This design comes from an exercise in tuning for small area, a short achievable clock period and few clock cycles per item on the open sky130 flow, not from production work. Function was checked by simulation only, so behaviour that the tests miss may differ from the original. No activity file was given, so power comes from the tool's default toggle rates.

== amber ==
## assignment
module assignment (
    input logic clk,
    input logic NRST,
    input logic start,
    input logic [10:0] A,
    input logic [10:0] B,
    output logic [20:0] result,
    output logic ready
);
Size in the first run: about 400 cells after synthesis, ~49 flip-flops, about 47 I/O pins, about 4400 sq um of cells after synthesis.
clock: 12.5 ns
lec_check: 0
cap_margin: 20
core_margin: 2
core_utilization: 40
slew_margin: 20
synth_hierarchical: 1
synth_minimum_keep_size: 0
standard.sh (not shown) runs the stock make flow with config.mk's settings and CLKGATE_MAP_FILE= SYNTH_SCRIPT=/design/flow/synth_recipe.tcl, a recipe that flattens the netlist after the stock synthesis.
==> flow/flow/run.sh <==
#!/bin/bash
# The standard layout (the standard.sh: ORFS synthesis to final layout),
# with smaller port buffers and no clock-tree dummy loads.
set -euo pipefail
export BUFFER_PORTS_ARGS="-buffer_cell ${PORT_BUF:-sky130_fd_sc_hd__buf_1}"
export CTS_ARGS="-sink_clustering_enable -repair_clock_nets -dont_use_dummy_load"
export SETUP_SLACK_MARGIN=9
bash standard.sh > standard.log 2>&1
amber went all the way through synthesis, placement and routing and the layout is clean on timing, DRC and antenna.
Testbench counts of amber, summed over its fixed seeds: cycles 3,200, items 1,600.
Relative to amber, the following input files were edited for willow:
==> flow/flow/run.sh <==
#!/bin/bash
# The standard layout (the standard.sh: ORFS synthesis to final layout),
# with smaller port buffers and no clock-tree dummy loads.
set -euo pipefail
export BUFFER_PORTS_ARGS="-buffer_cell ${PORT_BUF:-sky130_fd_sc_hd__buf_1}"
export CTS_ARGS="-sink_clustering_enable -repair_clock_nets -dont_use_dummy_load -buf_list sky130_fd_sc_hd__clkbuf_8"
bash standard.sh > standard.log 2>&1
-- flow/config.mk --
<<< amber, line 8
export CAP_MARGIN = 20
export CORE_MARGIN = 2
export CORE_UTILIZATION = 40
export SLEW_MARGIN = 20
export SYNTH_HIERARCHICAL = 1
>>> willow, line 8
export CAP_MARGIN = 20
export CORE_MARGIN = 2
export CORE_UTILIZATION = 65
export PLACE_DENSITY = 0.75
export SLEW_MARGIN = 20
export SYNTH_HIERARCHICAL = 1
### Flow results
- willow completed every stage of the flow, and the final layout passed the timing, DRC and antenna checks.
- amber → willow: aggregate global-route resource usage now larger, die footprint lower, register fraction of the total cell area up 4.4 points.
- willow reports a lower routed wire length than amber does.
- [compare] base=amber new=willow: post-layout minimum cycle time grew by 120 ps, effective utilization at floorplan increased by 25 points relative to the old numbers, relative area change from synthesis to final layout lost 22 points, multi-input gate share of total cell area rose 5.9 points, setup slack at placement now sits lower.
- Total power after layout was higher in amber than in willow.
Edits applied to the flow inputs when going from willow to delta:
==> flow/flow/run.sh <==
#!/bin/bash
# The standard layout (the standard.sh: ORFS synthesis to final layout),
# with smaller port buffers and no clock-tree dummy loads.
set -euo pipefail
export BUFFER_PORTS_ARGS="-buffer_cell ${PORT_BUF:-sky130_fd_sc_hd__buf_1}"
export CTS_ARGS="-sink_clustering_enable -repair_clock_nets -dont_use_dummy_load -buf_list sky130_fd_sc_hd__clkbuf_8 -sink_clustering_size 30 -sink_clustering_max_diameter 100"
bash standard.sh > standard.log 2>&1
-- flow/config.mk --
<<< willow, line 9
export CORE_MARGIN = 2
export CORE_UTILIZATION = 65
export PLACE_DENSITY = 0.75
export SLEW_MARGIN = 20
export SYNTH_HIERARCHICAL = 1
>>> delta, line 9
export CORE_MARGIN = 2
export CORE_UTILIZATION = 65
export SLEW_MARGIN = 20
export SYNTH_HIERARCHICAL = 1
### Flow results
- Final critical delay including setup and external delays essentially unchanged between delta and willow.
- Between willow and delta, the worst setup slack figures differ only marginally.
- Compared with willow, in delta share of the clock period used by the worst path after layout neither gained nor lost much; HPWL after detailed placement lower.
- Across both runs, met3 routed wirelength was lower for delta than for willow.
- Sort delta and willow by minimum hold slack asc -> top: delta
- Compared with willow, in delta combinational power went down by about 2%; power fell by 1.1%.
- Critical path depth: willow vs delta identical
- Aggregate global-route resource usage is lower on delta

## afterwards: timing with drivers on the ports
The results above use ideal ports. As a check the final layouts listed here were re-extracted and re-timed, cells and wires unchanged. Step 1: set_driving_cell puts a clkbuf_16 on clk and a buf_2 on each other input, an assumption about the parent block. Step 2 adds t to the input delays and takes it off the output delays; t is the mean of the earliest and latest rising clock arrival at the registers after step 1. Input paths then give back, and output paths get back, about the clock's delay inside the block. Three values: no drivers, after step 1, after step 2; two values: the first two.
| run | t (ns) | setup slack, ns | worst hold slack (ns) |
|---|---|---|---|
| amber | 0.327 | 8.412 / 8.381 / 8.264 | 0.498 / 0.498 / 0.498 |
| willow | 0.324 | 8.297 / 8.263 / 8.103 | 0.475 / 0.475 / 0.475 |
| delta | 0.323 | 8.295 / 8.267 / 8.129 | 0.464 / 0.464 / 0.464 |
After both steps setup and hold are still met in every run listed. The setup slack of willow, which loses most, moves by -0.034 ns with the drivers and by -0.194 ns with both steps.
